Background: an optimization exercise with open tools, aiming at small area. Do not read the settings as production practice.
In this exercise RTL edits were held to simulation tests only and were not proved equivalent to the original.
Power is estimated from default activity; no workload was simulated.

== job 1442 ==
// exe
module exe (clk, rst, o_p, instr, imem_addr, imem_data, dmem_addr, dmem_wdata,
            dmem_we, dmem_re, dmem_rdata);
For scale: roughly 230 I/O pins, about 55000 um2 of cells after synthesis.
export LEC_CHECK = 0
export CAP_MARGIN = 20
export CORE_MARGIN = 2
export CORE_UTILIZATION = 50
export SETUP_SLACK_MARGIN = 0.3
export SLEW_MARGIN = 20
create_clock -name core_clock -period 8.5 [get_ports {clk}]
run.sh (not shown) runs the stock make flow with config.mk's settings and CLKGATE_MAP_FILE= SYNTH_SCRIPT=/design/flow/synth_recipe.tcl, a recipe that flattens the netlist after the stock synthesis.
Job 1442 has completed all stages; timing, DRC and antenna checks passed.
Here is what was changed in the inputs of job 5572 compared with job 1442.
==> flow/flow/run.sh (new file) <==
#!/bin/bash
# Layout: the standard flow (synthesis unchanged) with two changes:
#  - ports are buffered with the smallest buffer (buf_1) instead of a delay cell,
#  - the clock tree uses clkbuf_8 with clusters of up to 30 sinks within 50 um
#    and no dummy loads.
# ORFS writes each tool's full log under orfs/logs/; make's output is in flow.log.
set -euo pipefail
bash standard.sh \
  "BUFFER_PORTS_ARGS=-buffer_cell sky130_fd_sc_hd__buf_1" \
  "CTS_ARGS=-sink_clustering_enable -repair_clock_nets -buf_list sky130_fd_sc_hd__clkbuf_8 -sink_clustering_size 30 -sink_clustering_max_diameter 50 -dont_use_dummy_load" \
  finish > flow.log 2>&1
==> flow/standard.sh (new file) <==
#!/bin/bash
# synth_recipe.tcl (not shown) runs the flow's synth.tcl, then flattens the netlist and writes it again
# the make line also repeats each setting of config.mk as NAME=value (left out here)
make -C /OpenROAD-flow-scripts/flow DESIGN_CONFIG=/design/flow/config.mk WORK_HOME=/design/flow/orfs CLKGATE_MAP_FILE= SYNTH_SCRIPT=/design/flow/synth_recipe.tcl "${@:-finish}"
removed: flow/run.sh
Findings:
Worst endpoint data arrival time (job 5572 over job 1442): decrease, 0.03 ns
Job 5572 vs job 1442: total of plain and repair buffers excluding clock buffers down in job 5572
| share of total power in the clock network | higher: job 1442 |
Job 5572 reports its termination of the worst setup path as dmem_addr[30] while job 1442 reports dmem_addr[31].
When the final numbers for job 5572 and job 1442 were put side by side, the achievable clock frequency turned out to be greater in job 5572.
Re cell area: job 5572 is 5.8% down on job 1442.
Summary of job 5572 over job 1442: number of cells on the worst reg-to-reg path dropped 3; maximum vdd ir drop dropped 0.00010 V.
Here is what was changed in the inputs of job 5899 compared with job 5572.
# job 5572
export LEC_CHECK = 0
export CAP_MARGIN = 20
export CORE_MARGIN = 2
export CORE_UTILIZATION = 50
export SETUP_SLACK_MARGIN = 0.3
export SLEW_MARGIN = 20
create_clock -name core_clock -period 8.5 [get_ports {clk}]
# job 5899
export LEC_CHECK = 0
export CAP_MARGIN = 20
export CORE_MARGIN = 2
export CORE_UTILIZATION = 50
export CTS_BUF_LIST = sky130_fd_sc_hd__clkbuf_8
export CTS_CLUSTER_DIAMETER = 60
export CTS_CLUSTER_SIZE = 15
export PLACE_DENSITY = 0.8
export SETUP_SLACK_MARGIN = 0.3
export SLEW_MARGIN = 20
create_clock -name core_clock -period 8.5 [get_ports {clk}]
==> flow/run.sh (new file) <==
#!/bin/bash
# synth_recipe.tcl (not shown) runs the flow's synth.tcl, then flattens the netlist and writes it again
# the make line also repeats each setting of config.mk as NAME=value (left out here)
make -C /OpenROAD-flow-scripts/flow DESIGN_CONFIG=/design/flow/config.mk WORK_HOME=/design/flow/orfs CLKGATE_MAP_FILE= SYNTH_SCRIPT=/design/flow/synth_recipe.tcl finish
removed: flow/flow/run.sh
removed: flow/standard.sh
## What came out
Job 5899: no failed stages, no open violations at the end
Combinational power (job 5899 vs. job 5572) increases by a few percent
Global-route usage on job 5899 is down relative to job 5572.
Job 5899 — non-clock buffer count 7 lower, job 5572 as reference
#### Input delta (job 7642 over job 5899)
# job 5899
export LEC_CHECK = 0
export CAP_MARGIN = 20
export CORE_MARGIN = 2
export CORE_UTILIZATION = 50
export CTS_BUF_LIST = sky130_fd_sc_hd__clkbuf_8
export CTS_CLUSTER_DIAMETER = 60
export CTS_CLUSTER_SIZE = 15
export PLACE_DENSITY = 0.8
export SETUP_SLACK_MARGIN = 0.3
export SLEW_MARGIN = 20
create_clock -name core_clock -period 8.5 [get_ports {clk}]
# job 7642
export LEC_CHECK = 0
export CAP_MARGIN = 20
export CORE_MARGIN = 2
export CORE_UTILIZATION = 50
export SETUP_SLACK_MARGIN = 0.3
export SLEW_MARGIN = 20
create_clock -name core_clock -period 8.5 [get_ports {clk}]
==> flow/flow/run.sh (new file) <==
#!/bin/bash
# Layout: the standard flow (synthesis unchanged) with these changes:
#  - ports are buffered with the smallest buffer (buf_1) instead of a delay cell,
#  - global placement packs cells to a density of 0.8 (shorter wires),
#  - the clock tree uses clkbuf_8 with clusters of up to 15 sinks within 60 um
#    and no dummy loads.
# ORFS writes each tool's full log under orfs/logs/; make's output is in flow.log.
set -euo pipefail
bash standard.sh \
  "BUFFER_PORTS_ARGS=-buffer_cell sky130_fd_sc_hd__buf_1" \
  PLACE_DENSITY=0.8 \
  "CTS_ARGS=-sink_clustering_enable -repair_clock_nets -buf_list sky130_fd_sc_hd__clkbuf_8 -sink_clustering_size 15 -sink_clustering_max_diameter 60 -dont_use_dummy_load" \
  finish > flow.log 2>&1
==> flow/standard.sh (new file) <==
#!/bin/bash
# synth_recipe.tcl (not shown) runs the flow's synth.tcl, then flattens the netlist and writes it again
# the make line also repeats each setting of config.mk as NAME=value (left out here)
make -C /OpenROAD-flow-scripts/flow DESIGN_CONFIG=/design/flow/config.mk WORK_HOME=/design/flow/orfs CLKGATE_MAP_FILE= SYNTH_SCRIPT=/design/flow/synth_recipe.tcl "${@:-finish}"
removed: flow/run.sh
- Diff job 5899 -> job 7642 | sequential share of layout area | increase of 2.5 points
- Compared with job 5899, in job 7642 number of clock buffers in the layout went down, fraction of area in clock buffers and inverters went down, share of total power in combinational logic went down.

========
exe, a different RTL version from the one above (not shown whole).
Size in the first run: roughly 4400 cells after synthesis, roughly 1200 flip-flops.
clock: 8.5 ns
lec_check: 0
cap_margin: 20
core_margin: 2
core_utilization: 75
cts_buf_list: sky130_fd_sc_hd__clkbuf_8
cts_cluster_diameter: 80
cts_cluster_size: 30
setup_slack_margin: 0.3
slew_margin: 20
Stock flow here: none of the scripts above is used.
The baseline aborted during global routing on GRT-0232.
Then changed:
CORE_UTILIZATION = 40   (was 75)
CTS_BUF_LIST = not set   (was sky130_fd_sc_hd__clkbuf_8)
CTS_CLUSTER_DIAMETER = not set   (was 80)
CTS_CLUSTER_SIZE = not set   (was 30)
The changed run completed without violations.
Area after synthesis is unchanged.
Synthesized cell count is unchanged.

==> re-timing with driven ports <==
The flow's constraints put no driver on any port. The routed layouts listed below were extracted and timed again, unchanged, in two steps.
Step 1 sets driving cells, clkbuf_16 on the clock port and buf_2 on the other inputs (assumed; they add their load-dependent delay and slew).
Step 2 times the ports against the registers' clock, not the clock port: input delays grow and output delays shrink by t, the midpoint of the rising clock arrivals with the driver on.
Slacks: ideal / step 1 / step 2; pairs: ideal / step 1.
run	t (ns)	setup slack, ns	worst hold slack (ns)	worst register clock-pin slew, ns	worst slew at a driven data input, ns
job 1442	0.775	0.366 / 0.294 / 1.070	0.544 / 0.544 / 0.544	0.07 / 0.07	0.10
job 5572	0.875	0.404 / 0.335 / 1.211	0.571 / 0.571 / 0.571	0.11 / 0.11	0.13
job 5899	0.891	0.336 / 0.268 / 1.159	0.542 / 0.542 / 0.542	0.11 / 0.11	0.07
job 7642	0.816	0.350 / 0.286 / 1.102	0.577 / 0.577 / 0.577	0.10 / 0.10	0.07
the second run of note 2	0.848	0.592 / 0.516 / 0.762	0.489 / 0.489 / 0.489	0.07 / 0.07	0.05
After both steps setup and hold are still met in every run listed.
